Source: an optimization exercise on an open RTL-to-GDS flow (aim: small area, a short achievable clock period and few clock cycles). Production flows keep margins and buffers that such runs may drop.

Setup of cedar:
==> module cpu_core, before the edit <==
module cpu_core (
    output      logic   hlt_o,           
    output      logic   mem_write_o,     
    output      logic   mem_store_o,     
    output      addr_t  mem_waddr_o,     
    output      byte_t  mem_wdata_o,     
    input  wire logic   wr_fwd_i,        
    input  wire addr_t  wr_addr_i,       
    input  wire byte_t  wr_data_i,       
    output      logic [2:0] mem_addr_ev_o,   
    input  wire byte_t  mem_data_ev_i,
    output      logic [2:0] mem_addr_od_o,   
    input  wire byte_t  mem_data_od_i,
    output      addr_t  mem_eaddr_o,     
    input  wire byte_t  mem_edata_i,
    output      logic   out_strobe_o,    
    output      byte_t  out_value_o,     
    input  wire logic   reset_i,
    input  wire logic   clk_en_i,
    input  wire logic   clk
);
addr_t      q;                           
byte_t      ir0;                         
byte_t      ir1;                         
logic       ctl0;                        
logic       pass0;                       
addr_t      darg;                        
byte_t      a;                           
logic       cf;                          
logic       o_rdy;                       
byte_t      out_hold;                    
logic       out_old;                     
function automatic logic is_ctl(input logic [3:0] op);
    is_ctl = (op == NOP) || (op == JMP) || (op == JC) || (op == JZ) ||
           (op == NOP_9) || (op == NOP_A) || (op == NOP_B) || (op == NOP_C) || (op == NOP_D);
endfunction
function automatic logic is_pass(input logic [3:0] op);
    is_pass = is_ctl(op) || (op == OUT);
endfunction
function automatic logic is_nop(input logic [3:0] op);
    is_nop = (op == NOP) || (op == NOP_9) || (op == NOP_A) || (op == NOP_B) || (op == NOP_C) || (op == NOP_D);
endfunction
function automatic logic [8:0] add8(input logic [7:0] x, input logic [7:0] y, input logic ci);
    logic [8:0] g, p, gn, pn;
    logic [8:0] c;
    g = {x & y, ci};
    p = {x ^ y, 1'b0};
    for (int d = 1; d < 9; d = d * 2) begin
        gn = g;
        pn = p;
        for (int i = d; i < 9; i++) begin
            gn[i] = g[i] | (p[i] & g[i-d]);
            pn[i] = p[i] & p[i-d];
        end
        g = gn;
        p = pn;
    end
    c = g;
    add8 = {c[8], (x ^ y) ^ c[7:0]};
endfunction
op_t        op0, op1, dop;
addr_t      arg0, arg1;
logic       run;
logic       zf;
logic       tk0, tk1;
logic       ctl1;
logic       fold1;
logic       exec0, exec1;
logic       dval;
logic       halt_e;
addr_t      nq, nq1;
logic       fwd0, fwd1;
byte_t      f0, f1;
logic       sub;
byte_t      ax;
logic [8:0] alu;
always_comb op0     = op_t'(ir0[7:4]);
always_comb op1     = op_t'(ir1[7:4]);
always_comb arg0    = ir0[3:0];
always_comb arg1    = ir1[3:0];
always_comb run     = clk_en_i && !hlt_o;
always_comb zf      = (a == 8'h00);
always_comb ctl1    = is_ctl(op1);
always_comb dop     = pass0 ? op1 : op0;
always_comb tk0     = (op0 == JMP) || (op0 == JC && cf) || (op0 == JZ && zf);
always_comb tk1     = (op1 == JMP) || (op1 == JC && cf) || (op1 == JZ && zf);
always_comb begin
    case (op0)
        OUT:     fold1 = (op1 != OUT);
        STA:     fold1 = ctl1 || op1 == HLT || op1 == OUT;
        default: fold1 = is_nop(op1) || op1 == JMP || op1 == HLT || op1 == OUT;   
    endcase
    if (op0 == STA && arg0 == q + 4'h1) begin
        fold1 = 1'b0;                    
    end
end
always_comb begin
    exec0   = 1'b0;                      
    exec1   = 1'b0;                      
    halt_e  = 1'b0;
    nq      = q + 4'h1;
    nq1     = q + 4'h2;
    if (ctl0 && tk0) begin
        nq      = arg0;
        nq1     = arg0 + 4'h1;
    end else if (op0 == HLT) begin
        halt_e  = 1'b1;
    end else begin
        exec0   = !ctl0;
        if (ctl0 || fold1) begin
            exec1   = 1'b1;
            halt_e  = (op1 == HLT);
            if (ctl1 && tk1) begin
                nq      = arg1;
                nq1     = arg1 + 4'h1;
            end else begin
                nq      = q + 4'h2;
                nq1     = q + 4'h3;
            end
        end
    end
    if (reset_i) begin
        nq      = 4'h0;
        nq1     = 4'h1;
    end else if (!run) begin
        nq      = q;
        nq1     = q + 4'h1;
    end
end
always_comb fwd0    = wr_fwd_i && (run || reset_i) && wr_addr_i == nq;
always_comb fwd1    = wr_fwd_i && (run || reset_i) && wr_addr_i == nq1;
always_comb dval    = pass0 ? exec1 : exec0;
always_comb f0      = fwd0 ? wr_data_i : (nq[0] ? mem_data_od_i : mem_data_ev_i);
always_comb f1      = fwd1 ? wr_data_i : (nq[0] ? mem_data_ev_i : mem_data_od_i);
always_comb sub     = (dop == SUB);
always_comb ax      = a ^ {8{sub}};
always_comb alu     = add8(ax, mem_edata_i, 1'b0);
always_comb mem_addr_ev_o = nq1[3:1];
always_comb mem_addr_od_o = nq[3:1];
always_comb mem_eaddr_o  = darg;
always_comb mem_store_o  = dval && (dop == STA);
always_comb mem_write_o  = run && mem_store_o;
always_comb mem_waddr_o  = darg;
always_comb mem_wdata_o  = a;
always_comb out_strobe_o = o_rdy;
always_comb out_value_o  = out_old ? out_hold : a;
always_ff @(posedge clk) begin
    out_hold <= a;
end
always_ff @(posedge clk) begin
    q       <= nq;
    ir0     <= f0;
    ir1     <= f1;
    ctl0    <= is_ctl(f0[7:4]);
    pass0   <= is_pass(f0[7:4]);
    darg    <= is_pass(f0[7:4]) ? f1[3:0] : f0[3:0];
end
always_ff @(posedge clk) begin
    if (reset_i) begin
        a       <= '0;
        cf      <= 1'b0;
        o_rdy   <= 1'b0;
        out_old <= 1'b0;
        hlt_o   <= 1'b0;
    end else begin
        o_rdy   <= 1'b0;
        if (run) begin
            if (dval) begin
                case (dop)
                    LDA:    a        <= mem_edata_i;
                    ADD, SUB: begin
                        a       <= alu[7:0] ^ {8{sub}};
                        cf      <= alu[8];
                    end
                    LDI:    a        <= {4'h0, darg};
                    default: ;
                endcase
            end
            out_old <= exec0 && op0 == OUT;
            if ((exec0 && op0 == OUT) || (exec1 && op1 == OUT)) begin
                o_rdy   <= 1'b1;
            end
            if (halt_e || f0[7:4] == HLT) begin
                hlt_o   <= 1'b1;
            end
        end
    end
end
endmodule
clock: 7.0 ns
lec_check: 0
abc_area: 1
cap_margin: 20
core_margin: 2
core_utilization: 40
cts_buf_list: sky130_fd_sc_hd__clkbuf_4 sky130_fd_sc_hd__clkbuf_8
setup_slack_margin: 3.1
slew_margin: 20
run.sh (not shown) runs the stock make flow with config.mk's settings and CLKGATE_MAP_FILE= SYNTH_SCRIPT=/design/flow/synth_recipe.tcl, a recipe that flattens the netlist after the stock synthesis.
### cedar -> willow
--- a/flow/design.v
+++ b/flow/design.v
@@ -50,6 +50,7 @@
 byte_t      ir1;                         
 logic       ctl0;                        
 logic       pass0;                       
+logic       self0;                       
 addr_t      darg;                        
 byte_t      a;                           
 logic       cf;                          
@@ -109,14 +110,17 @@
 always_comb ctl1    = is_ctl(op1);
 always_comb dop     = pass0 ? op1 : op0;
 always_comb tk0     = (op0 == JMP) || (op0 == JC && cf) || (op0 == JZ && zf);
-always_comb tk1     = (op1 == JMP) || (op1 == JC && cf) || (op1 == JZ && zf);
+always_comb tk1     = (op1 == JMP) || (op1 == JC && cf) ||
+                      (op1 == JZ && ((op0 == LDI) ? (arg0 == 4'h0) : zf));
 always_comb begin
     case (op0)
         OUT:     fold1 = (op1 != OUT);
         STA:     fold1 = ctl1 || op1 == HLT || op1 == OUT;
+        LDI:     fold1 = ctl1 || op1 == HLT || op1 == OUT;
+        LDA:     fold1 = is_nop(op1) || op1 == JMP || op1 == JC || op1 == HLT || op1 == OUT;
         default: fold1 = is_nop(op1) || op1 == JMP || op1 == HLT || op1 == OUT;   
     endcase
-    if (op0 == STA && arg0 == q + 4'h1) begin
+    if (self0) begin
         fold1 = 1'b0;                    
     end
 end
@@ -180,6 +184,7 @@
     ctl0    <= is_ctl(f0[7:4]);
     pass0   <= is_pass(f0[7:4]);
     darg    <= is_pass(f0[7:4]) ? f1[3:0] : f0[3:0];
+    self0   <= (f0[7:4] == STA) && (f0[3:0] == nq1);
 end
 always_ff @(posedge clk) begin
     if (reset_i) begin
willow did not stop at any stage, and its layout met the timing, design-rule and antenna checks. [compare] base=cedar new=willow: clock-pin slew of the registers on the worst-case setup and hold paths was more or less identical, arrival time at the worst endpoint went down by 220 ps, sequential cell count moved up, buffering stage count on the worst path with inverters included shows a reduction of 1. Post-synth net total (higher): willow.
No run of this note included a check of the RTL's function; only the layout flow was run.

## what the ideal ports hide
The flow's constraints put no driver on any port. The routed layouts listed below were extracted and timed again, unchanged, in two steps.
Step 1 assumes that a clkbuf_16 drives the clock port and a buf_2 every other input.
Step 2 times the ports against the registers' clock, not the clock port: input delays grow and output delays shrink by t, the midpoint of the rising clock arrivals with the driver on.
a / b / c = ideal / step 1 / step 2; a / b = the first two.
run	shift t [ns]	setup slack, ns	worst setup path after step 2
cedar	0.519	3.126 / 3.148 / 2.629	input to register
willow	0.524	3.294 / 3.306 / 2.792	input to register
After both steps setup and hold are still met in every run listed. The setup slack of willow, which loses most, moves by +0.012 ns with the drivers and by -0.502 ns with both steps.
